Context: an optimization exercise on an open-source flow, tuned for small area. The choices shown serve that exercise and are no tape-out recipe. In this exercise RTL edits were held to simulation tests only and were not proved equivalent to the original. The flow treats the clock pin as an ideal source. Dropping or thinning the clock tree relies on that and would not hold on a real chip. Power figures rest on the tool's default switching activity, not on a simulated workload.

$ cat config.mk
export PLATFORM = sky130hd
export DESIGN_NAME = seg_led_top
export DESIGN_NICKNAME = seg_led_top
export VERILOG_FILES = /design/flow/design.v
export SDC_FILE = /design/flow/constraint.sdc
export NUM_CORES = 4
export LEC_CHECK = 0
export CAP_MARGIN = 20
export CORE_AREA = 4 4 64 64
export DIE_AREA = 0 0 68 68
export SLEW_MARGIN = 20
$ cat constraint.sdc
create_clock -name core_clock -period 40.0 [get_ports {clk}]
set_input_delay 8.0000 -clock core_clock [delete_from_list [all_inputs] [get_ports {clk}]]
set_output_delay 8.0000 -clock core_clock [all_outputs]
set_load 0.01 [all_outputs]
$ cat design.v
module led_segment(
    input clk,
    input rst,
    output digit_select,
    output reg [6:0] seg_led
    );
    reg [5:0] c;
    reg q0n, x, q7n;
    reg [6:2] qm;
    reg ds;
    wire cw = c[0] & ~c[1] & ~c[2] & ~c[3] & c[4];
    wire cfb = ~(c[0] ^ c[5]) ^ cw;
    always @(posedge clk or posedge rst) begin
        if (rst) c <= 6'd35;
        else c <= {c[4:0], cfb};
    end
    wire q0 = ~q0n;
    wire [7:2] qh = {~q7n, qm};
    wire [8:2] k;
    wire k1 = cw & q0;
    assign k[2] = k1 & ~x;           
    genvar i;
    generate for (i = 2; i < 8; i = i + 1) begin : qc
        assign k[i+1] = k[i] & qh[i];
    end endgenerate
    wire step = k[8];
    wire tog = cw & q0n;             
    wire [7:2] qhn = (qh ^ k[7:2]) | {5'b0, step};
    always @(posedge clk or posedge rst) begin
        if (rst) begin
            q0n <= 1'b0;
            x   <= 1'b0;
            qm  <= 5'd0;
            q7n <= 1'b0;
            ds  <= 1'b0;
        end else begin
            q0n <= q0n ^ cw;
            x   <= (x ^ tog) | step;
            qm  <= qhn[6:2];
            q7n <= ~qhn[7];
            ds  <= ds ^ tog;
        end
    end
    assign digit_select = ds;
    reg [2:0] uv, tv;
    reg t0;
    wire uvn0 = ((~uv[0] & ~uv[1]) | (uv[0] & uv[1]));
    wire uvn1 = ((~uv[2]));
    wire uvn2 = ((uv[0] & ~uv[2]));
    wire tvn0 = ((~tv[0] & ~tv[1]) | (tv[0] & tv[1]));
    wire tvn1 = ((~tv[2]));
    wire tvn2 = ((tv[0] & ~tv[2]));
    wire u9 = ((~uv[0] & uv[1]));
    wire e0 = step & ds;
    wire cu = e0 & u9;
    wire e1 = cu & t0;
    always @(posedge clk or posedge rst) begin
        if (rst) begin
            uv <= 3'd0;
            tv <= 3'd0;
            t0 <= 1'b0;
        end else begin
            if (e0) uv <= {uvn2, uvn1, uvn0};
            if (e1) tv <= {tvn2, tvn1, tvn0};
            t0 <= t0 ^ cu;
        end
    end
    wire [3:0] d = ds ? {tv, t0} : {uv, x};
    always @(*) seg_led = {((~d[0] & d[1]) | (d[2])), ((~d[0] & ~d[2]) | (d[3])), ~((d[0]) | (d[1] & d[3])), ~((~d[0] & d[1] & d[3]) | (d[0] & ~d[2])), ~((~d[0] & d[2] & ~d[3])), ((~d[0] & d[2]) | (d[0] & ~d[3]) | (~d[1])), ~((~d[0] & d[1] & d[3]) | (d[0] & ~d[1] & ~d[2]))};
endmodule
module seg_led_top(
    input  clk,
    input  rst,
    output digit_select,
    output [6:0] seg_led
    );
led_segment seg(
   .clk          (clk),
   .rst          (rst),
   .digit_select (digit_select),
   .seg_led      (seg_led)
);
endmodule
$ cat flow/run.sh
#!/bin/bash
# Own layout flow: the standard ORFS flow (standard.sh), with these changes:
#  - synthesis runs the standard flow's own synthesis script (synth_recipe.tcl), but maps the
#    combinational logic with area-oriented ABC scripts (flow/abc/*.abc) in
#    place of ORFS's speed script; each script is tried (4 at a time, each in a
#    work folder of its own) and the smallest netlist is kept. Registers are
#    mapped before ABC runs, exactly as in the standard synthesis;
#  - the port buffers are the smallest buffer cell (buf_1);
#  - clock tree synthesis takes its arguments from flow/cts_args.txt, if present;
set -euo pipefail
W=$(pwd)
F=$W/flow
cat > $W/my_synth.tcl <<EOT
set ::my_abc_script \$::env(MY_ABC_SCRIPT)
proc my_fix_abc {n1 n2 op} {
  set i [lsearch -exact \$::abc_args -script]
  if { \$i >= 0 } { set ::abc_args [lreplace \$::abc_args [expr {\$i+1}] [expr {\$i+1}] \$::my_abc_script] }
}
trace add variable ::abc_args write my_fix_abc
source $W/synth_recipe.tcl
EOT
try_synth() {
  local s=$1 n=$(basename $1 .abc)
  MY_ABC_SCRIPT=$s bash standard.sh WORK_HOME=$W/try_$n SYNTH_SCRIPT=$W/my_synth.tcl ADDER_MAP_FILE= synth \
    > $W/synth_$n.log 2>&1 || true
}
running=0
for s in $F/abc/*.abc; do
  try_synth $s &
  running=$((running+1))
  if (( running >= 4 )); then wait -n || true; running=$((running-1)); fi
done
wait || true
best=""; bestarea=""
for s in $F/abc/*.abc; do
  n=$(basename $s .abc)
  st=$W/try_$n/reports/sky130hd/seg_led_top/base/synth_stat.txt
  [[ -f $W/try_$n/results/sky130hd/seg_led_top/base/1_synth.odb && -f $st ]] || continue
  a=$(awk '/Chip area for module/ {print $NF}' $st)
  echo "$n $a" >> $W/synth_areas.txt
  if [[ -z "$best" ]] || awk -v a=$a -v b=$bestarea 'BEGIN{exit !(a<b)}'; then best=$n; bestarea=$a; fi
done
echo "best $best $bestarea" >> $W/synth_areas.txt
rm -rf $W/orfs
mv $W/try_$best $W/orfs
for d in $W/try_*; do [[ -d $d ]] && rm -rf $d; done
EXTRA=()
if [[ -f $F/cts_args.txt ]]; then EXTRA+=("CTS_ARGS=$(cat $F/cts_args.txt)"); fi
if [[ -f $F/drop_root.tcl ]]; then EXTRA+=("POST_CTS_TCL=$F/drop_root.tcl"); fi
MY_ABC_SCRIPT=$F/abc/$best.abc bash standard.sh SYNTH_SCRIPT=$W/my_synth.tcl ADDER_MAP_FILE= \
  "BUFFER_PORTS_ARGS=-buffer_cell sky130_fd_sc_hd__buf_1" "${EXTRA[@]}" finish > $W/layout.log 2>&1
$ cat flow/abc/dch_amap.abc
strash
dc2
dch -f
amap
topo
$ cat flow/abc/dch_amap2.abc
strash
dc2
dch -f
amap
strash
dch -f
amap
topo
$ cat flow/abc/deepsyn_amap_1.abc
strash
&get -n
&deepsyn -T 40 -S 1
&put
dch -f
amap
topo
$ cat flow/abc/deepsyn_amap_10.abc
strash
&get -n
&deepsyn -T 40 -S 10
&put
dch -f
amap
topo
$ cat flow/abc/deepsyn_amap_11.abc
strash
&get -n
&deepsyn -T 40 -S 11
&put
dch -f
amap
topo
$ cat flow/abc/deepsyn_amap_12.abc
strash
&get -n
&deepsyn -T 40 -S 12
&put
dch -f
amap
topo
$ cat flow/abc/deepsyn_amap_2.abc
strash
&get -n
&deepsyn -T 40 -S 2
&put
dch -f
amap
topo
$ cat flow/abc/deepsyn_amap_3.abc
strash
&get -n
&deepsyn -T 40 -S 3
&put
dch -f
amap
topo
$ cat flow/abc/deepsyn_amap_4.abc
strash
&get -n
&deepsyn -T 40 -S 4
&put
dch -f
amap
topo
$ cat flow/abc/deepsyn_amap_5.abc
strash
&get -n
&deepsyn -T 40 -S 5
&put
dch -f
amap
topo
$ cat flow/abc/deepsyn_amap_6.abc
strash
&get -n
&deepsyn -T 40 -S 6
&put
dch -f
amap
topo
$ cat flow/abc/deepsyn_amap_7.abc
strash
&get -n
&deepsyn -T 40 -S 7
&put
dch -f
amap
topo
$ cat flow/abc/deepsyn_amap_8.abc
strash
&get -n
&deepsyn -T 40 -S 8
&put
dch -f
amap
topo
$ cat flow/abc/deepsyn_amap_9.abc
strash
&get -n
&deepsyn -T 40 -S 9
&put
dch -f
amap
topo
$ cat flow/abc/deepsyn_nf_1.abc
strash
&get -n
&deepsyn -T 40 -S 1
&put
dch -f
&get -n
&nf -a -R 1000 -E 10
&put
topo
$ cat flow/abc/deepsyn_nf_2.abc
strash
&get -n
&deepsyn -T 40 -S 2
&put
dch -f
&get -n
&nf -a -R 1000 -E 10
&put
topo
$ cat flow/cts_args.txt
-buf_list sky130_fd_sc_hd__clkbuf_4 -root_buf sky130_fd_sc_hd__clkbuf_4 -sink_clustering_enable -sink_clustering_size 30 -sink_clustering_max_diameter 300 -dont_use_dummy_load -repair_clock_nets
$ cat flow/drop_root.tcl
set blk [ord::get_db_block]
set clk_net [[$blk findBTerm clk] getNet]
set root ""
foreach it [$clk_net getITerms] {
  if {[[$it getMTerm] getIoType] eq "INPUT"} { set root [$it getInst] }
}
set root_out ""
foreach it [$root getITerms] {
  if {[[$it getMTerm] getIoType] eq "OUTPUT"} { set root_out [$it getNet] }
}
set loads {}
foreach it [$root_out getITerms] {
  if {[$it getInst] ne $root} { lappend loads $it }
}
if {[llength $loads] <= 4} {
  foreach it $loads { $it disconnect; $it connect $clk_net }
  foreach it [$root getITerms] { if {[$it getNet] ne "NULL"} { $it disconnect } }
  odb::dbInst_destroy $root
  odb::dbNet_destroy $root_out
  puts "drop_root: the clock port now drives [llength $loads] buffers directly"
}
detailed_placement
check_placement -verbose
estimate_parasitics -placement
report_clock_skew
$ cat standard.sh
#!/bin/bash
# synth_recipe.tcl (not shown) runs the flow's synth.tcl, then flattens the netlist and writes it again
# the make line also repeats each setting of config.mk as NAME=value (left out here)
make -C /OpenROAD-flow-scripts/flow DESIGN_CONFIG=/design/flow/config.mk WORK_HOME=/design/flow/orfs CLKGATE_MAP_FILE= SYNTH_SCRIPT=/design/flow/synth_recipe.tcl "${@:-finish}"
==> results of run 1 <==
[kinds of logic (layout without fill, tap and decap cells)]
logic type             Yosys count  in the layout  synth area share [%]
AND/OR/NAND/NOR                 38             38                  18.6
flip-flops                      22             22                  63.4
AO/OA/AOI/OAI                   21             21                  15.0
buffers and inverters            7             18                  3.00
[cell usage in the layout (no fill, tap or decap), types with 2 or more instances in the layout]
cell | netlist | final
dfstp_2 | 3 | 3
a22o_1 | 2 | 2
a21o_1 | 2 | 2
nand2_1 | 11 | 11
o21a_1 | 2 | 2
clkbuf_4 | 0 | 2
and3_1 | 2 | 2
nor2_1 | 19 | 19
o22ai_1 | 5 | 5
clkinv_1 | 7 | 7
and2_0 | 2 | 2
nor3_1 | 2 | 2
a21oi_1 | 4 | 4
o21ai_0 | 5 | 5
buf_1 | 0 | 9
dfrtp_1 | 19 | 19
[report_power, final]
group	switching [mW]	internal, mW	leakage, nW
sequential	0	0.0222	0.286
combinational	0.000412	0.0000301	0.176
clock	0.00531	0.00240	0.00920
total	0.00572	0.0247	0.471
[through the flow]
stage / setup slack [ns] / instance area [sq um] / power, mW
after floorplan: 30.52 / 875 / 0.0230
final: 30.20 / 981 / 0.0304
after global placement: 30.54 / 966 / 0.0231
after global routing: 29.95 / 981 / 0.0317
after detailed placement: 30.42 / 966 / 0.0232
[metal layers]
| metal | up-vias | GRT usage [%] | routed length [um] | part of all wire (%) |
|---|---|---|---|---|
| met5 | - | 0 | 0 | 0 |
| met4 | 0 | 1.49 | 16 | 1.1 |
| met3 | 2 | 2.46 | 79 | 5.5 |
| met2 | 11 | 11.7 | 635 | 44 |
| met1 | 280 | 8.88 | 701 | 49 |
| li1 | 326 | - | - | - |
[worst max-delay path: cells and delay by family (launching register included)]
kind / cells / cell delay [ns]
AOI/OAI and AO/OA: 4 / 0.78
buffers and inverters: 2 / 0.35
DFF: 1 / 0.49
[path summary, 6_finish.rpt]
kind | from | endpoint | slack (ns) | cells after the start
max in group asynchronous | rst | seg.c[0]$_DFF_PP1_ | 31.79 | 2
worst min register to register | seg.c[3]$_DFF_PP0_ | seg.c[4]$_DFF_PP0_ | 0.36 | 0
worst min-delay path | seg.c[3]$_DFF_PP0_ | seg.c[4]$_DFF_PP0_ | 0.36 | 0
worst max register to register | seg.c[0]$_DFF_PP1_ | seg.tv[0]$_DFFE_PP0P_ | 36.96 | 18
min in group asynchronous | rst | seg.c[4]$_DFF_PP0_ | 7.82 | 2
worst max-delay path | seg.ds$_DFF_PP0_ | seg_led[0] | 30.20 | 6
[cell type report]
class	count	area, sq um	share of cell area (%)
inverter	7	26.3	2.68
sequential	22	554	56.5
timing repair buffer	9	33.8	3.44
multi-input combinational	59	294	30.0
clock buffer	2	15.0	1.53
tap	46	57.6	5.87
[registers in the layout, indices dropped and copies added, names as in the netlist]
register,cells
seg.ds,1
seg.uv,3
seg.tv,3
seg.t0,1
seg.q0n,1
seg.q7n,1
seg.x,1
seg.qm,5
seg.c,6
==> impl_metrics.tcl, run 1 <==
set metrics [dict create \
    status "complete, no violations" \
    synthTopCellsByArea "dfrtp_1, dfstp_2, nor2_1, nand2_1, o22ai_1" \
    finalMaxSlewViolations 0 \
    leakage_nw 0.471 \
    drv_cap 0 \
    place_congestion 0.715 \
    first_iter_violations 24 \
    hp-class "reg -> reg" \
    first_global_vias 593 \
    final.min_clock_period_ns 9.80 \
    area_growth_pct 12.2 \
    skew_ns 0.0186 \
    dieHeight_um 68 \
    diodes 0 \
    die_x_um 68 \
    critPathMaxStageDelay_ns 0.49 \
    finalHoldWorstSlack_ns 0.361 \
    p_per_area_mw_per_mm2 31.0 \
    rsz0062_at_grt "no" \
    die_area_sq_mm 0.00462 \
    start_util_pct 25.6 \
    required_ns 32.00 \
    drc 0 \
    num_io_pins 10 \
    synth_top_area_share_pct 54.4 \
    yosysWarnings 1 \
    layout.cells.non_filler 145 \
    criticalPathCategory "reg -> out" \
    yosys.area.top_type "dfrtp_1" \
    antenna_found_initial 0 \
    slew_headroom_pct 49.6 \
    final_util_pct 28.7 \
    wl_per_cell_um 9.88 \
    ys_ff_latch 22 \
    seq_area_frac_synth_pct 63.4 \
    dr.pass1.iters 4 \
    core-area_sq_mm 0.00342 \
    dpl.cell_count 143 \
    ys.flop_type "dfrtp_1" \
    synth_common_cells "dfrtp_1, nor2_1, nand2_1" \
    syn_area_per_cell_sq_um 9.94 \
    async_flop_share_pct 100 \
    clkTransAtPathRegs_ns 0.12 \
    worstSetupEndpointType "primary output" \
    grt_usage_pct 7.06 \
    crit_fanout 8 \
    ant_nets 0 \
    tightest_slew_ns 0.751 \
    syn_nets 90 \
    ir_drop_mv 0.0191 \
    finalSetupViolCount 0 \
    cp.arrival_ns 1.80 \
    cts_sinks 22 \
    syn-cell-area_sq_um 875 \
    gr-total-overflow 0 \
    slowest_stage "dfrtp_1" \
    layout-drive-gt1-share_pct 5.05 \
    finalCritPeriodShare_pct 24.5 \
    synthDistinctLibCells 17 \
    setup_tns_ns 0 \
    cpMostUsedCell "o21ai_0" \
    num_vias 619 \
    crit_chain "clkinv_1, o22ai_1, o21ai_0, o21ai_0, o21bai_1, buf_1" \
    final_nets 103 \
    n_fill_cell 364 \
    finalHoldViolCount 0 \
    numPortBuffers 9 \
    synth_edf_count 0 \
    insertion_delay_ns 0.18 \
    rows 21 \
    vias_per_cell 4.27 \
    place_hpwl_um 1110 \
    wirelength_um 1430 \
    grt_max_degree 23 \
    max_freq_mhz 102 \
    syn-instance-count 88 \
    grt_pass1_wl_um 2520 \
    cp-start-kind "register" \
]
==> inputs of run 2 (changes only) <==
--- a/design.v
+++ b/design.v
@@ -9,9 +9,9 @@
     reg [6:2] qm;
     reg ds;
     wire cw = c[0] & ~c[1] & ~c[2] & ~c[3] & c[4];
-    wire cfb = ~(c[0] ^ c[5]) ^ cw;
+    wire cfb = ~(c[4] ^ c[5]) ^ cw;
     always @(posedge clk or posedge rst) begin
-        if (rst) c <= 6'd35;
+        if (rst) c <= 6'd34;
         else c <= {c[4:0], cfb};
     end
     wire q0 = ~q0n;
==> run 2 against run 1 <==
  * Critical endpoint unchanged
  * Still clean on timing, DRC and antenna
  * Critical path depth did not move
  * Cell area fell by 0.26%
  * Critical path type unchanged
  * Maximum frequency fell by 0.53%
  * Cell count did not move
  * Die area did not move
  * Largest power group unchanged
==> impl_metrics.tcl, run 2 <==
set metrics [dict create \
    setup_ws_ns 30.15 \
    wl_per_cell_um 10.1 \
    cts_sinks 22 \
    fin_total_pwr_mw 0.0303 \
    synth_edf_count 0 \
    insertion_delay_ns 0.17 \
    drv_cap 0 \
    core-area_sq_mm 0.00342 \
    syn_area_per_cell_sq_um 9.91 \
    layout-drive-gt1-share_pct 4.04 \
    grt_max_degree 23 \
    syn_nets 90 \
    place_hpwl_um 1120 \
    final.min_clock_period_ns 9.85 \
    antenna_found_initial 0 \
    dr.pass1.iters 4 \
    grt_usage_pct 7.13 \
    synth_compound_area_share_pct 15.1 \
    slew_headroom_pct 48.3 \
    criticalPathCategory "reg -> out" \
    postPlaceCellArea_sq_um 963 \
    skew_ns 0.0135 \
    whs_endpoint "seg.c[4]$_DFF_PP0_" \
    largest_registers "seg.c x6, seg.qm x5" \
    regToRegEndpoint "seg.tv[2]$_DFFE_PP0P_" \
    cp.arrival_ns 1.85 \
    synth_top_family_by_area "simple AND/OR/NAND/NOR gates" \
    place_ws_ns 30.37 \
    die_area_sq_mm 0.00462 \
    numPortBuffers 9 \
    synthMuxAreaShare_pct 0 \
    final_util_pct 28.6 \
    synth_top_area_share_pct 57.4 \
    yosysWarnings 1 \
    finalMaxSlewViolations 0 \
    yosys.area_share.simple_pct 18.5 \
    hp-start "seg.c[3]$_DFF_PP0_" \
    worstSetupEndpointType "primary output" \
    synthXorXnorAreaFrac_pct 0 \
    largest-register "seg.c" \
    async_flop_share_pct 100 \
    ys.flop_type "dfrtp_1" \
    holdPathStages 0 \
    synthDistinctLibCells 17 \
    synth_common_cells "dfrtp_1, nor2_1, nand2_1" \
    gr-total-overflow 0 \
    finalCritPeriodShare_pct 24.6 \
    dieHeight_um 68 \
    regToRegSetupSlack_ns 36.83 \
    die_x_um 68 \
    leakage_nw 0.468 \
    vias_per_cell 4.33 \
    ir_drop_mv 0.0147 \
    largest_register_ffs 6 \
    required_ns 32.00 \
    wirelength_um 1460 \
    ys_ff_latch 22 \
    place_congestion 0.725 \
    num_vias 628 \
    finalHoldViolCount 0 \
    first_global_vias 611 \
    seq_area_frac_synth_pct 63.4 \
    rows 21 \
    syn-cell-area_sq_um 872 \
    status "complete, no violations" \
    finalSetupViolCount 0 \
    num_io_pins 10 \
    diodes 0 \
    layout.cells.non_filler 145 \
    dpl.cell_count 143 \
    first_iter_violations 18 \
    design_area_sq_um 978 \
    yosys.area.top_type "dfrtp_1" \
    hp-class "reg -> reg" \
    tightest_slew_ns 0.771 \
    max_freq_mhz 101 \
    area_growth_pct 12.2 \
    final_nets 103 \
    grt_pass1_wl_um 2540 \
    ant_nets 0 \
    setup_tns_ns 0 \
    drc 0 \
    rsz0062_at_grt "no" \
    synthAdderAreaFrac_pct 0 \
    syn-instance-count 88 \
    rr_startpoint "seg.c[1]$_DFF_PP1_" \
    synthTopCellsByArea "dfrtp_1, nor2_1, dfstp_2, nand2_1, o22ai_1" \
    crit_fanout 8 \
    final_cell_mix "nor2_1, dfrtp_1, nand2_1" \
    start_util_pct 25.5 \
    cp-start-kind "register" \
    rr_worst_depth 17 \
    p_per_area_mw_per_mm2 31.0 \
    clkTransAtPathRegs_ns 0.12 \
    finalHoldWorstSlack_ns 0.377 \
]
run 2: worst max-delay path by stage:
stage	startpoint	endpoint	slack, ns	depth (start not counted)
global placement	seg.ds$_DFF_PP0_	seg_led[0]	30.54	6
global route	seg.ds$_DFF_PP0_	seg_led[0]	29.93	6
floorplan	seg.ds$_DFF_PP0_	seg_led[0]	30.52	5
detailed placement	seg.ds$_DFF_PP0_	seg_led[0]	30.37	6
finish	seg.ds$_DFF_PP0_	seg_led[0]	30.15	6
run 2: cell families (layout without fill, tap and decap cells):
logic type | Yosys count | in the layout
AO/OA/AOI/OAI | 21 | 21
buffers and inverters | 7 | 18
flip-flops | 22 | 22
AND/OR/NAND/NOR | 38 | 38
run 2: per-layer routing:
metal  GRT usage, %  vias up  share of wire, %
li1               -      318                 -
met1           8.58      296                51
met2           12.6       14                45
met3           1.97        0               4.5
met4           1.49        0                 0
met5              0        -                 0
run 2: worst max-delay path, cell delays in order (launching register included):
cell and delay [ns]:
dfrtp_1 0.49, clkinv_1 0.19, o22ai_1 0.35, o21ai_0 0.19
o21ai_0 0.14, o21bai_1 0.15, buf_1 0.16
run 2: layout make-up:
| cell class | count | area [sq um] |
|---|---|---|
| fillers | 369 | 2440 |
| flip-flops and latches | 22 | 553 |
| multi-input cells | 59 | 293 |
| well taps | 46 | 57.6 |
| repair buffers | 9 | 33.8 |
| inverters | 7 | 26.3 |
| clock buffers | 2 | 15.0 |
run 2: where the power goes:
group / switching (mW) / internal (mW) / leakage, nW
clock network: 0.00525 / 0.00240 / 0.00920
registers: 0 / 0.0222 / 0.290
logic: 0.000423 / 0.0000300 / 0.170
==> inputs of run 3 (changes only) <==
--- a/design.v
+++ b/design.v
@@ -15,7 +15,7 @@
         else c <= {c[4:0], cfb};
     end
     wire q0 = ~q0n;
-    wire [7:2] qh = {~q7n, qm};
+    wire [7:2] qh = {~q7n, qm ^ 5'b00101};
     wire [8:2] k;
     wire k1 = cw & q0;
     assign k[2] = k1 & ~x;           
@@ -30,13 +30,13 @@
         if (rst) begin
             q0n <= 1'b0;
             x   <= 1'b0;
-            qm  <= 5'd0;
+            qm  <= 5'b00101;
             q7n <= 1'b0;
             ds  <= 1'b0;
         end else begin
             q0n <= q0n ^ cw;
             x   <= (x ^ tog) | step;
-            qm  <= qhn[6:2];
+            qm  <= qhn[6:2] ^ 5'b00101;
             q7n <= ~qhn[7];
             ds  <= ds ^ tog;
         end
==> run 3 against run 2 <==
  * Via count fell by 5.3%
  * Maximum frequency hardly changed
  * Critical path depth did not move
  * Clock power is essentially flat
  * Critical endpoint unchanged
  * Clock skew is essentially flat
  * First-iteration DRC count is 56% higher
  * Largest cell class unchanged
  * Register-to-register slack hardly changed
  * Largest power group unchanged
==> impl_metrics.tcl, run 3 <==
set metrics [dict create \
    die_x_um 68 \
    yosysWarnings 1 \
    leakage_nw 0.459 \
    regToRegEndpoint "seg.tv[2]$_DFFE_PP0P_" \
    diodes 0 \
    final_util_pct 28.5 \
    dr.pass1.iters 4 \
    grt_max_degree 23 \
    hp-start "seg.c[3]$_DFF_PP0_" \
    num_vias 595 \
    hp-class "reg -> reg" \
    critPathMaxStageDelay_ns 0.49 \
    first_iter_violations 28 \
    die_area_sq_mm 0.00462 \
    power_switching_mw 0.00565 \
    place_congestion 0.765 \
    holdPathStages 0 \
    p_comb_share_pct 1.5 \
    seq_area_frac_synth_pct 64.2 \
    largest-register "seg.c" \
    crit_chain "clkinv_1, o22ai_1, o21ai_0, o21ai_0, o21bai_1, buf_1" \
    final_common_cell "nor2_1" \
    synthMostInstantiatedCell "nor2_1" \
    p_int_mw 0.0247 \
    ant_nets 0 \
    rsz0062_at_grt "no" \
    ir_drop_mv 0.00963 \
    skew_ns 0.0138 \
    cpMostUsedCell "o21ai_0" \
    finalSetupViolCount 0 \
    whs_endpoint "seg.c[4]$_DFF_PP0_" \
    worstSetupEndpointType "primary output" \
    synth_common_cells "nor2_1, dfrtp_1, nand2_1" \
    syn-cell-area_sq_um 866 \
    numPortBuffers 9 \
    yosys.area.top_type "dfrtp_1" \
    layout-drive-gt1-share_pct 6.25 \
    syn_area_per_cell_sq_um 10.2 \
    clkTransAtPathRegs_ns 0.12 \
    synthTopCellsByArea "dfrtp_1, dfstp_2, nor2_1, nand2_1, o22ai_1" \
    syn-instance-count 85 \
    grt_pass1_wl_um 2520 \
    insertion_delay_ns 0.17 \
    criticalPathCategory "reg -> out" \
    vias_per_cell 4.19 \
    p_per_area_mw_per_mm2 31.2 \
    first_global_vias 603 \
    grt_usage_pct 7.13 \
    synthDistinctLibCells 16 \
    final_cell_mix "nor2_1, dfrtp_1, nand2_1" \
    regToRegSetupSlack_ns 36.83 \
    finalHoldViolCount 0 \
    final.min_clock_period_ns 9.85 \
    drv_cap 0 \
    status "complete, no violations" \
    num_io_pins 10 \
    synth_top_area_share_pct 52.0 \
    cp-start-kind "register" \
    core-area_sq_mm 0.00342 \
    crit_fanout 8 \
    antenna_found_initial 0 \
    dpl.cell_count 140 \
    slowest_stage "dfrtp_1" \
    multi_input_area_sq_um 288 \
    rows 21 \
    required_ns 32.00 \
    place_hpwl_um 1100 \
    area_growth_pct 12.3 \
    cp.arrival_ns 1.85 \
    final_nets 100 \
    seq_area_sq_um 556 \
    gr-total-overflow 0 \
    tightest_slew_ns 0.773 \
    ys.flop_type "dfrtp_1" \
    n_fill_cell 365 \
    drc 0 \
    setup_tns_ns 0 \
    ys_ff_latch 22 \
    slew_headroom_pct 48.2 \
    seqPwrFrac_pct 73.3 \
    cts_sinks 22 \
    layout.cells.non_filler 142 \
    wl_per_cell_um 10.1 \
    finalCritPeriodShare_pct 24.6 \
    rr_worst_depth 19 \
    finalMaxSlewViolations 0 \
    synth_edf_count 0 \
    wirelength_um 1440 \
    dieHeight_um 68 \
    syn_nets 87 \
    max_freq_mhz 102 \
    p_sw_share_pct 18.6 \
    rr_startpoint "seg.c[1]$_DFF_PP1_" \
    start_util_pct 25.3 \
    largest_register_ffs 6 \
    pwr-share-clk_pct 25.2 \
    largest_registers "seg.c x6, seg.qm x5" \
    async_flop_share_pct 100 \
]
-- run 3: layout make-up --
class                      instances  share of cell area [%]
sequential                        22                    57.1
multi-input combinational         57                    29.6
tap                               46                    5.92
timing repair buffer               9                    3.47
inverter                           6                    2.32
clock buffer                       2                    1.54
-- run 3: kinds of logic after synthesis --
family	Yosys count	synth area share, %
compound gates	23	17.2
buf+inv	6	2.60
simple gates	34	16.0
flops	22	64.2
-- run 3: layer usage --
metal  global-route usage [%]  part of all wire, %  wire (um)
met3                     1.48                  4.9         71
met5                        0                    0          0
met4                     2.98                  1.7         25
met2                     12.6                   46        664
met1                     8.26                   47        678
-- run 3: power by group through the flow --
stage / Sequential (mW) / Clock [mW] / Combinational [mW]
2_1_floorplan: 0.0227 / 0 / 0.000328
3_3_place_gp: 0.0227 / 0 / 0.000465
3_5_place_dp: 0.0227 / 0 / 0.000506
5_1_grt: 0.0223 / 0.00909 / 0.000578
6_report: 0.0223 / 0.00763 / 0.000454
-- run 3: how the worst max path moves through the flow --
stage / from / cells after the start / end
2_1_floorplan: seg.ds$_DFF_PP0_ / 5 / seg_led[0]
3_3_place_gp: seg.ds$_DFF_PP0_ / 6 / seg_led[0]
3_5_place_dp: seg.ds$_DFF_PP0_ / 6 / seg_led[0]
5_1_grt: seg.ds$_DFF_PP0_ / 6 / seg_led[0]
6_report: seg.ds$_DFF_PP0_ / 6 / seg_led[0]
-- run 3: worst max-delay path, delay by kind of cell (launching register included) --
family / cells / cell delay, ns
AO/OA/AOI/OAI: 4 / 0.83
flip-flops: 1 / 0.49
buffers and inverters: 2 / 0.37
-- run 3: per-stage QoR --
step	cell area [sq um]	worst slack [ns]	total power [mW]	hold slack, ns
after detailed placement	957	30.36	0.0232	0.358
after global placement	957	30.54	0.0231	0.351
after floorplan	866	30.52	0.0230	0.345
after global routing	972	29.93	0.0319	0.409
final	972	30.15	0.0303	0.382
==> inputs of run 4 (changes only) <==
--- a/design.v
+++ b/design.v
@@ -5,7 +5,8 @@
     output reg [6:0] seg_led
     );
     reg [5:0] c;
-    reg q0n, x, q7n;
+    reg q0n, xs, q7n;
+    wire x = ~xs;
     reg [6:2] qm;
     reg ds;
     wire cw = c[0] & ~c[1] & ~c[2] & ~c[3] & c[4];
@@ -29,13 +30,13 @@
     always @(posedge clk or posedge rst) begin
         if (rst) begin
             q0n <= 1'b0;
-            x   <= 1'b0;
+            xs  <= 1'b1;
             qm  <= 5'b00101;
             q7n <= 1'b0;
             ds  <= 1'b0;
         end else begin
             q0n <= q0n ^ cw;
-            x   <= (x ^ tog) | step;
+            xs  <= ~((x ^ tog) | step);
             qm  <= qhn[6:2] ^ 5'b00101;
             q7n <= ~qhn[7];
             ds  <= ds ^ tog;
==> run 4 against run 3 <==
  * Worst setup slack gained 0.048 ns
  * Cell count down 2.1%
  * Maximum frequency rose by 0.49%
  * Combinational power hardly changed
  * Utilization fell by 0.15 points
  * Die area unchanged
  * Via count decreased by 0.67%
  * Worst hold slack better by 0.011 ns
  * First-iteration DRC count down 21%
==> impl_metrics.tcl, run 4 <==
set metrics [dict create \
    status "complete, no violations" \
    yosys.area.top_type "dfrtp_1" \
    drv_cap 0 \
    vias_per_cell 4.25 \
    rr_worst_depth 14 \
    setup_tns_ns 0 \
    syn_nets 84 \
    syn-instance-count 82 \
    slew_headroom_pct 48.3 \
    ir_drop_mv 0.0163 \
    regToRegEndpoint "seg.tv[2]$_DFFE_PP0P_" \
    ant_nets 0 \
    pwr-share-clk_pct 24.9 \
    synthDistinctLibCells 18 \
    synthTopCellsByArea "dfrtp_1, dfstp_2, nor2_1, nand2_1, a21o_1" \
    max_freq_mhz 102 \
    criticalPathCategory "reg -> out" \
    regToRegSetupSlack_ns 36.87 \
    cp.arrival_ns 1.80 \
    tightest_slew_ns 0.771 \
    final_nets 97 \
    place_hpwl_um 1080 \
    gr-total-overflow 0 \
    dieHeight_um 68 \
    largest_register_ffs 6 \
    synth_top_area_share_pct 49.4 \
    die_area_sq_mm 0.00462 \
    area_growth_pct 12.4 \
    finalHoldViolCount 0 \
    cp-start-kind "register" \
    ys_ff_latch 22 \
    antenna_found_initial 0 \
    rr_startpoint "seg.c[2]$_DFF_PP0_" \
    p_int_mw 0.0247 \
    finalMaxSlewViolations 0 \
    dr.pass1.iters 3 \
    wirelength_um 1400 \
    synth_common_cells "dfrtp_1, nor2_1, nand2_1" \
    rows 21 \
    numPortBuffers 9 \
    yosysWarnings 1 \
    num_vias 591 \
    ys.flop_type "dfrtp_1" \
    core-area_sq_mm 0.00342 \
    seqPwrFrac_pct 73.6 \
    wl_per_cell_um 10.1 \
    start_util_pct 25.2 \
    async_flop_share_pct 100 \
    first_global_vias 594 \
    finalSetupViolCount 0 \
    final.min_clock_period_ns 9.80 \
    place_congestion 0.700 \
    grt_max_degree 23 \
    skew_ns 0.0132 \
    grt_usage_pct 7.09 \
    hp-class "reg -> reg" \
    leakage_nw 0.469 \
    worstSetupEndpointType "primary output" \
    place_ws_ns 30.44 \
    diodes 0 \
    synth_edf_count 0 \
    cp-startpoint "seg.xs$_DFF_PP1_" \
    insertion_delay_ns 0.17 \
    p_comb_share_pct 1.5 \
    finalCritPeriodShare_pct 24.5 \
    largest-register "seg.c" \
    die_x_um 68 \
    drc 0 \
    rsz0062_at_grt "no" \
    p_sw_share_pct 18.4 \
    final_cell_mix "nor2_1, dfrtp_1, nand2_1, buf_1" \
    crit_fanout 6 \
    num_io_pins 10 \
    seq_area_frac_synth_pct 64.7 \
    crit_end "seg_led[0]" \
    power_switching_mw 0.00557 \
    p_per_area_mw_per_mm2 31.3 \
    required_ns 32.00 \
    grt_pass1_wl_um 2510 \
    cts_sinks 22 \
    syn_area_per_cell_sq_um 10.5 \
    largest_registers "seg.c x6, seg.qm x5" \
    setup_ws_ns 30.20 \
    layout-drive-gt1-share_pct 7.53 \
    first_iter_violations 22 \
    clkTransAtPathRegs_ns 0.11 \
    syn-cell-area_sq_um 861 \
]
[run 4: cell count changes after synthesis, moves of 2 or more]
cell / delta
nand2_1: -2
nand3_1: +2
nor2_1: -2
clkinv_1: -2
[run 4: worst min-delay path by stage]
stage	startpoint	to	slack (ns)	cells past startpoint
after floorplan	seg.c[2]$_DFF_PP0_	seg.c[3]$_DFF_PP0_	0.35	0
after global placement	seg.c[0]$_DFF_PP0_	seg.c[1]$_DFF_PP1_	0.36	0
after detailed placement	seg.c[2]$_DFF_PP0_	seg.c[3]$_DFF_PP0_	0.37	0
after global routing	seg.c[0]$_DFF_PP0_	seg.c[1]$_DFF_PP1_	0.42	0
final	seg.c[2]$_DFF_PP0_	seg.c[3]$_DFF_PP0_	0.39	0
[run 4: power groups by stage]
stage / sequential, mW / clock (mW) / combinational, mW
final: 0.0223 / 0.00754 / 0.000454
after global routing: 0.0223 / 0.00896 / 0.000564
after detailed placement: 0.0227 / 0 / 0.000489
after global placement: 0.0227 / 0 / 0.000467
after floorplan: 0.0227 / 0 / 0.000327
[run 4: critical path: stages (launching register included)]
cell and delay [ns]:
dfstp_2 0.56, nor2_1 0.04, a21oi_1 0.34, o21ai_0 0.21, o21ai_0 0.16, o21bai_1 0.16, buf_1 0.17
[run 4: through the flow]
step	cells	area (sq um)	util, %	power (mW)	hold slack [ns]
6_report	139	967	28.3	0.0303	0.393
5_1_grt	139	967	28.3	0.0318	0.415
3_5_place_dp	137	952	27.9	0.0232	0.371
3_3_place_gp	137	952	27.9	0.0231	0.360
2_1_floorplan	82	861	-	0.0230	0.354
[run 4: area by class of cell]
class,instances,area (sq um)
timing repair buffer,9,33.8
inverter,4,15.0
multi-input combinational,56,289
fill,361,2450
sequential,22,557
tap,46,57.6
clock buffer,2,15.0
[run 4: metal layers]
layer | global-route usage, % | vias up | wire length [um]
met5 | 0 | - | 0
met4 | 0.744 | 0 | 0
met3 | 3.12 | 0 | 90
met2 | 12.4 | 11 | 658
met1 | 8.26 | 273 | 654
li1 | - | 307 | -
[run 4: kinds of logic (layout without fill, tap and decap cells)]
| family | Yosys count | after routing | synth area share, % |
|---|---|---|---|
| buffers and inverters | 4 | 15 | 1.74 |
| and+or+nand+nor | 32 | 32 | 15.3 |
| AOI/OAI and AO/OA | 24 | 24 | 18.3 |
| DFF | 22 | 22 | 64.7 |

## re-timing with driven ports
Ports are ideal in the flow. The routed layouts listed here were re-timed in OpenROAD.
Step 1: set_driving_cell puts a clkbuf_16 on clk and a buf_2 on each other input, an assumption about the parent block.
Step 2 times the ports against the registers' clock, not the clock port: input delays grow and output delays shrink by t, the midpoint of the rising clock arrivals with the driver on.
a / b / c = ideal / step 1 / step 2; a / b = the first two.
run	t, ns	slack for setup (ns)	worst data-port slew with drivers (ns)
run 1	0.191	30.199 / 30.174 / 30.365	0.03
run 2	0.190	30.147 / 30.122 / 30.312	0.03
run 3	0.191	30.153 / 30.127 / 30.318	0.03
run 4	0.189	30.200 / 30.176 / 30.365	0.03
After both steps setup and hold are still met in every run listed.
